This is an optimization exercise on Yosys and OpenROAD, whose aim is small area, not a production implementation.
Function was checked by simulation only, so behaviour that the tests miss may differ from the original.
Power and IR drop assume default switching activity.

## design/flow/run.sh

```bash
#!/bin/bash
# synth_recipe.tcl (not shown) runs the flow's synth.tcl, then flattens the netlist and writes it again
# the make line also repeats each setting of config.mk as NAME=value (left out here)
make -C /OpenROAD-flow-scripts/flow DESIGN_CONFIG=/design/flow/config.mk WORK_HOME=/design/flow/orfs CLKGATE_MAP_FILE= SYNTH_SCRIPT=/design/flow/synth_recipe.tcl finish
```

## design/flow/config.mk

```make
export PLATFORM = sky130hd
export DESIGN_NAME = ROM
export DESIGN_NICKNAME = ROM
export VERILOG_FILES = /design/flow/design.v
export SDC_FILE = /design/flow/constraint.sdc
export NUM_CORES = 4
export LEC_CHECK = 0
export CAP_MARGIN = 20
export CORE_MARGIN = 2
export CORE_UTILIZATION = 40
export SLEW_MARGIN = 20
```

## design/flow/constraint.sdc

```tcl
create_clock -name core_clock -period 5.0 [get_ports {sys_clk}]
set_input_delay 1.0000 -clock core_clock [delete_from_list [all_inputs] [get_ports {sys_clk}]]
set_output_delay 1.0000 -clock core_clock [all_outputs]
set_load 0.01 [all_outputs]
```

## design/flow/design.v

```verilog
module key_filter (
    input wire sys_clk,
    input wire sys_rst_n,
    input wire key_in,
    output wire key_hit
);
    localparam [6:0] S98 = 7'd101, S99 = 7'd75;
    reg [6:0] cnt;
    always @(posedge sys_clk or negedge sys_rst_n) begin
        if (sys_rst_n == 1'b0) cnt <= 7'd0;
        else if (key_in == 1'b1) cnt <= 7'd0;
        else if (cnt != S99) cnt <= {cnt[5:0], ~(cnt[6] ^ cnt[5])};
    end
    assign key_hit = (cnt == S98);
endmodule
module rom_ctrl (
    input wire sys_clk,
    input wire sys_rst_n,
    input wire key1_hit,
    input wire key2_hit,
    output reg [1:0] hun,
    output reg [3:0] ten,
    output reg [3:0] unit
);
    localparam [10:0] S1 = 11'd1, S1999 = 11'd1491;
    reg addr_flag1, addr_flag2;
    reg [10:0] cnt;
    wire wrap = (cnt == S1999);
    always @(posedge sys_clk or negedge sys_rst_n) begin
        if (sys_rst_n == 1'b0) addr_flag1 <= 1'b0;
        else if (key2_hit) addr_flag1 <= 1'b0;
        else if (key1_hit) addr_flag1 <= ~addr_flag1;
    end
    always @(posedge sys_clk or negedge sys_rst_n) begin
        if (sys_rst_n == 1'b0) addr_flag2 <= 1'b0;
        else if (key1_hit) addr_flag2 <= 1'b0;
        else if (key2_hit) addr_flag2 <= ~addr_flag2;
    end
    always @(posedge sys_clk or negedge sys_rst_n) begin
        if (sys_rst_n == 1'b0) cnt <= S1;
        else if (wrap || addr_flag1 || addr_flag2) cnt <= 11'd0;
        else cnt <= {cnt[9:0], ~(cnt[10] ^ cnt[8])};
    end
    always @(posedge sys_clk or negedge sys_rst_n) begin
        if (sys_rst_n == 1'b0) begin
            hun <= 2'd0; ten <= 4'd0; unit <= 4'd0;
        end else if (wrap && hun == 2'd2 && ten == 4'd5 && unit == 4'd5) begin
            hun <= 2'd0; ten <= 4'd0; unit <= 4'd0;
        end else if (addr_flag1) begin
            hun <= 2'd0; ten <= 4'd9; unit <= 4'd9;
        end else if (addr_flag2) begin
            hun <= 2'd1; ten <= 4'd9; unit <= 4'd9;
        end else if (wrap) begin
            if (unit != 4'd9) unit <= unit + 1'b1;
            else begin
                unit <= 4'd0;
                if (ten != 4'd9) ten <= ten + 1'b1;
                else begin
                    ten <= 4'd0;
                    hun <= hun + 1'b1;
                end
            end
        end
    end
endmodule
module seg_595_dynamic (
    input wire sys_clk,
    input wire sys_rst_n,
    input wire [1:0] hun,
    input wire [3:0] ten,
    input wire [3:0] unit,
    output wire stcp,
    output wire shcp,
    output reg ds,
    output wire oe
);
    reg [1:0] cnt_4;
    reg [3:0] c14;
    reg [3:0] c11;
    reg [5:0] c50;
    reg [2:0] jsel;
    reg [3:0] nxt;
    reg [3:0] cur;
    wire tick = (cnt_4 == 2'd3);
    wire slot = (cnt_4 == 2'd0) && (c50 == 6'd0);
    wire [2:0] jnext = (jsel == 3'd7) ? 3'd6 :
                       ((jsel == 3'd6) || (jsel == 3'd5)) ? 3'd0 : jsel + 1'b1;
    wire first = (jsel == 3'd7);
    assign oe = ~sys_rst_n;
    assign shcp = tick || ((cnt_4 == 2'd0) && !first);
    assign stcp = (cnt_4 == 2'd0) && (c14 == 4'd0) && !first;
    always @(posedge sys_clk or negedge sys_rst_n) begin
        if (sys_rst_n == 1'b0) cnt_4 <= 2'd0;
        else cnt_4 <= cnt_4 + 1'b1;
    end
    always @(posedge sys_clk or negedge sys_rst_n) begin
        if (sys_rst_n == 1'b0) c14 <= 4'd0;
        else if (tick) c14 <= (c14 == 4'd4) ? 4'd0 : {c14[2:0], ~(c14[3] ^ c14[2])};
    end
    always @(posedge sys_clk or negedge sys_rst_n) begin
        if (sys_rst_n == 1'b0) c11 <= 4'd0;
        else if (tick) c11 <= (c11 == 4'd2) ? 4'd0 : {c11[2:0], ~(c11[3] ^ c11[2])};
    end
    always @(posedge sys_clk or negedge sys_rst_n) begin
        if (sys_rst_n == 1'b0) c50 <= 6'd0;
        else if (tick) c50 <= (c50 == 6'd49) ? 6'd0 : c50 + 1'b1;
    end
    always @(posedge sys_clk or negedge sys_rst_n) begin
        if (sys_rst_n == 1'b0) jsel <= 3'd7;
        else if (slot) jsel <= jnext;
    end
    reg [3:0] dig;
    always @(*) begin
        case (jnext)
            3'd0: dig = unit;
            3'd1: dig = (hun != 2'd0 || ten != 4'd0) ? ten : 4'd11;
            3'd2: dig = (hun != 2'd0) ? {2'b00, hun} : 4'd11;
            default: dig = 4'd11;
        endcase
    end
    always @(posedge sys_clk) begin
        if (tick && c11 == 4'd2 && c50 <= 6'd37) nxt <= dig;
    end
    always @(posedge sys_clk) begin
        if (slot) cur <= first ? 4'd0 : nxt;
    end
    reg [6:0] seg;
    always @(*) begin
        case (cur)
            4'd0: seg = 7'b1000000;
            4'd1: seg = 7'b1111001;
            4'd2: seg = 7'b0100100;
            4'd3: seg = 7'b0110000;
            4'd4: seg = 7'b0011001;
            4'd5: seg = 7'b0010010;
            4'd6: seg = 7'b0000010;
            4'd7: seg = 7'b1111000;
            4'd8: seg = 7'b0000000;
            4'd9: seg = 7'b0010000;
            default: seg = 7'b1111111;
        endcase
    end
    wire [5:0] sel = {jsel == 3'd5, jsel == 3'd4, jsel == 3'd3,
                      jsel == 3'd2, jsel == 3'd1, jsel == 3'd0};
    wire [13:0] data = {seg[0], seg[1], seg[2], seg[3], seg[4], seg[5], seg[6],
                        1'b1, sel};
    reg bit_out;
    always @(*) begin
        case (c14)    
            4'd0:  bit_out = data[0];
            4'd1:  bit_out = data[1];
            4'd3:  bit_out = data[2];
            4'd7:  bit_out = data[3];
            4'd14: bit_out = data[4];
            4'd13: bit_out = data[5];
            4'd11: bit_out = data[6];
            4'd6:  bit_out = data[7];
            4'd12: bit_out = data[8];
            4'd9:  bit_out = data[9];
            4'd2:  bit_out = data[10];
            4'd5:  bit_out = data[11];
            4'd10: bit_out = data[12];
            4'd4:  bit_out = data[13];
            default: bit_out = 1'b0;
        endcase
    end
    always @(posedge sys_clk or negedge sys_rst_n) begin
        if (sys_rst_n == 1'b0) ds <= 1'b0;
        else if (cnt_4 == 2'd0) ds <= bit_out;
    end
endmodule
module ROM (
    input wire sys_clk,
    input wire sys_rst_n,
    input wire [1:0] key,
    output wire stcp,
    output wire shcp,
    output wire ds,
    output wire oe
);
    wire key1_hit, key2_hit;    
    wire [1:0] a_hun;
    wire [3:0] a_ten, a_unit;   
    key_filter key1_filter_inst(.sys_clk(sys_clk), .sys_rst_n(sys_rst_n),
        .key_in(key[0]), .key_hit(key1_hit));
    key_filter key2_filter_inst(.sys_clk(sys_clk), .sys_rst_n(sys_rst_n),
        .key_in(key[1]), .key_hit(key2_hit));
    rom_ctrl rom_ctrl_inst(.sys_clk(sys_clk), .sys_rst_n(sys_rst_n),
        .key1_hit(key1_hit), .key2_hit(key2_hit),
        .hun(a_hun), .ten(a_ten), .unit(a_unit));
    seg_595_dynamic seg_595_dynamic_inst(.sys_clk(sys_clk), .sys_rst_n(sys_rst_n),
        .hun(a_hun), .ten(a_ten), .unit(a_unit),
        .stcp(stcp), .shcp(shcp), .ds(ds), .oe(oe));
endmodule
```

==> results.txt <==
-- critical path: stages (launching register included) --
cell	delay [ps]
dfstp_2	570
ha_1	160
ha_1	250
inv_1	130
and4_1	200
clkdlybuf4s50_1	470
-- cell type report --
class | instances | area, um^2 | share of cell area [%]
Clock buffer | 15 | 156.4 | 3.784
Inverter | 31 | 116.4 | 2.816
Sequential cell | 72 | 1812 | 43.84
Timing Repair Buffer | 10 | 87.58 | 2.119
Multi-Input combinational cell | 251 | 1817 | 43.96
Tap cell | 111 | 138.9 | 3.361
Clock inverter | 1 | 5.005 | 0.1211
-- synth_stat cells, types with 5 or more instances --
| library cell | instances | share of area, % |
|---|---|---|
| clkbuf_1 | 6 | 0.60 |
| nor3_1 | 5 | 0.66 |
| inv_1 | 31 | 3.1 |
| a22oi_1 | 5 | 0.99 |
| and2_1 | 13 | 2.2 |
| dfrtp_1 | 53 | 35 |
| dfxtp_1 | 7 | 3.7 |
| nand3_1 | 9 | 1.2 |
| nor2b_1 | 14 | 2.3 |
| nand2b_1 | 7 | 1.2 |
| nor2_1 | 16 | 1.6 |
| ha_1 | 29 | 9.6 |
| edfxtp_1 | 8 | 6.4 |
| a21oi_1 | 12 | 1.6 |
| mux2_2 | 5 | 1.5 |
| nand2_1 | 27 | 2.7 |
| xnor2_1 | 7 | 1.6 |
| o21ai_0 | 30 | 4.0 |
-- registers in the layout, indices dropped and copies added (netlist names) --
signal and cells:
key1_filter_inst.cnt 7, key2_filter_inst.cnt 7, rom_ctrl_inst.addr_flag1 1, rom_ctrl_inst.addr_flag2 1, rom_ctrl_inst.cnt 11, rom_ctrl_inst.hun 2
rom_ctrl_inst.ten 4, rom_ctrl_inst.unit 4, seg_595_dynamic_inst.c11 4, seg_595_dynamic_inst.c14 4, seg_595_dynamic_inst.c50 6, seg_595_dynamic_inst.cnt_4 2
seg_595_dynamic_inst.cur 4, seg_595_dynamic_inst.ds 1, seg_595_dynamic_inst.jsel 3, seg_595_dynamic_inst.nxt 4, seg_595_dynamic_inst.seg 7
-- cell families after synthesis --
group,Yosys count,synth area share [%]
buffers and inverters,40,4.069
muxes,12,4.135
adders and majority gates,29,9.593
and+or+nand+nor,118,17.83
AOI/OAI and AO/OA,82,14.16
DFF,72,47.90
xor gates and xnor gates,10,2.316
-- layer usage --
metal	vias up	GRT usage [%]
li1	1297	-
met1	1232	18.82
met2	28	24.50
met3	4	4.555
met4	0	3.742
met5	-	0
-- metrics by stage --
stage          util (%)  area, um^2  setup slack (ps)
6_report          44.94        4133              1877
5_1_grt           44.94        4133              1721
4_1_cts           44.94        4133              1841
3_5_place_dp      43.18        3971              2220
3_3_place_gp      43.18        3971              2263
2_1_floorplan         -        3782              2790
-- worst max-delay path by stage --
stage	start	to	slack, ps	cells after the start
after floorplan	seg_595_dynamic_inst.jsel[0]	stcp	2790	4
after global placement	sys_rst_n	oe	2260	3
after detailed placement	seg_595_dynamic_inst.jsel[0]	stcp	2220	5
after CTS	seg_595_dynamic_inst.jsel[1]	stcp	1840	5
after global routing	seg_595_dynamic_inst.jsel[0]	stcp	1720	5
final	seg_595_dynamic_inst.jsel[1]	stcp	1880	5
-- where the power goes --
part / internal, uW / leakage (uW) / switching (uW)
combinational: 8.59 / 0.000818 / 15.0
clock: 194 / 0.0000817 / 199
sequential: 596 / 0.000832 / 4.07
total: 799 / 0.00173 / 218
==> flow_summary.json <==
{
  "dp.cells": 475,
  "dieArea_um2": 10250,
  "ys.flop_type": "dfrtp_1",
  "yosys_warnings": 3,
  "hold_end": "seg_595_dynamic_inst.cnt_4[0]",
  "setup_viol": 0,
  "cts_setup_buffers": 0,
  "cts_buffers": 9,
  "grt_first_pass_wirelength_mm": 11.94,
  "finalCriticalPeriod_ps": 3123,
  "remaining_drc_errors": 0,
  "final_cell_mix": "53 x dfrtp_1, 31 x inv_1, 30 x o21ai_0",
  "p_leak_uw": 0.001732,
  "finalSetupTns_ps": 0,
  "status": "complete, no violations",
  "hp-start": "seg_595_dynamic_inst.cnt_4[0]",
  "gp_congestion": 0.7844,
  "cts.path.max_buffers": 2,
  "period_share_pct": 62.46,
  "layout_commonest_cell": "dfrtp_1",
  "drive_gt1_share_pct": 9.211,
  "n_fill_cell": 863,
  "hold_ws_ps": 453.6,
  "rr_startpoint": "seg_595_dynamic_inst.jsel[1]",
  "portBuffers": 7,
  "h-tree-depth": 3,
  "endpoint_kind": "output pin",
  "via_count": 2561,
  "grt_remaining_overflow": 0,
  "hold_buffers": 0,
  "synth_area_um2": 3782,
  "hold_class": "flip-flop to flip-flop",
  "worstSetupPathType": "flip-flop to output pin",
  "hold_path_depth": 1,
  "drt-initial-drc-count": 86,
  "synth-seq-cells": 72,
  "rsz0062_at_grt": "no",
  "synthArstFlopShare_pct": 79.17,
  "fmax_mhz": 320.2,
  "cp.arrival_ps": 2120,
  "worst_pin_slew_ps": 807.4,
  "worstSkewPairLatency_ps": 340,
  "antenna_left": 0,
  "core_area_um2": 9196,
  "start_util_pct": 41.13,
  "cp_max_fo": 6,
  "rr_worst_depth": 7,
  "io_pins": 8,
  "antenna_found_initial": 0,
  "relSlewSlack_pct": 45.98,
  "viasPerCell": 5.216,
  "r2r_slack_ps": 2660,
  "wl_met3_um": 186,
  "synth_cell_types": 60,
  "ir_drop_uv": 165.1,
  "synth-edff-count": 8,
  "routed_wl_mm": 6.668,
  "worst_r2r_endpoint": "seg_595_dynamic_inst.nxt[3]",
  "dr.pass1.iters": 4,
  "grt_max_degree": 58,
  "clk_pin_slew_ps": 70,
  "wire_per_inst_um": 13.58,
  "syn_avg_cell_area_um2": 10.42,
  "fp.dieW_um": 101.2,
  "syn_nets": 396,
  "track_usage_pct": 14.75,
  "hold_viol": 0,
  "wl_met2_mm": 3.231,
  "area_delta_synth_final_pct": 9.262,
  "startpoint_type": "flip-flop",
  "drt-met1-wl_mm": 3.207,
  "syn_inst": 363,
  "layout.nets": 408,
  "cts-resized-gates": 0,
  "antennaDiodeCount": 0,
  "maxCapViolations": 0,
  "grt_pass1_vias": 2565,
  "cts_tree": "yes",
  "cts_root_buffer": "clkbuf_8",
  "die_h_um": 101.2,
  "clkSinkCount": 72,
  "synth.yosys.seq_area_share_pct": 47.90,
  "p_total_uw": 1017,
  "final_cells": 491,
  "powerDensity_nw_per_um2": 246.2,
  "clock_skew_ps": 9.973,
  "top_layer": "met4",
  "dp_hpwl_mm": 4.758,
  "report.final.slew_viol_count": 0,
  "critical_path_required_ps": 4000,
  "num_rows": 35
}

==> port drivers added, routing unchanged <==
The flow's constraints put no driver on any port. The routed layout listed below was extracted and timed again, unchanged, in two steps. Step 1, drivers: a clkbuf_16 drives sys_clk and a buf_2 each remaining input, both assumed. Step 2 times the ports against the registers' clock, not the clock port: input delays grow and output delays shrink by t, the midpoint of the rising clock arrivals with the driver on. Three values: no drivers, after step 1, after step 2; two values: the first two.
t, ns: 0.367
setup slack, ns: 1.877 / 1.847 / 2.214
clock arrival spread, ns: 0.011 / 0.011
After both steps setup and hold are still met in this run. For this run, drivers alone change the setup slack by -0.030 ns; drivers and shift together by +0.337 ns.
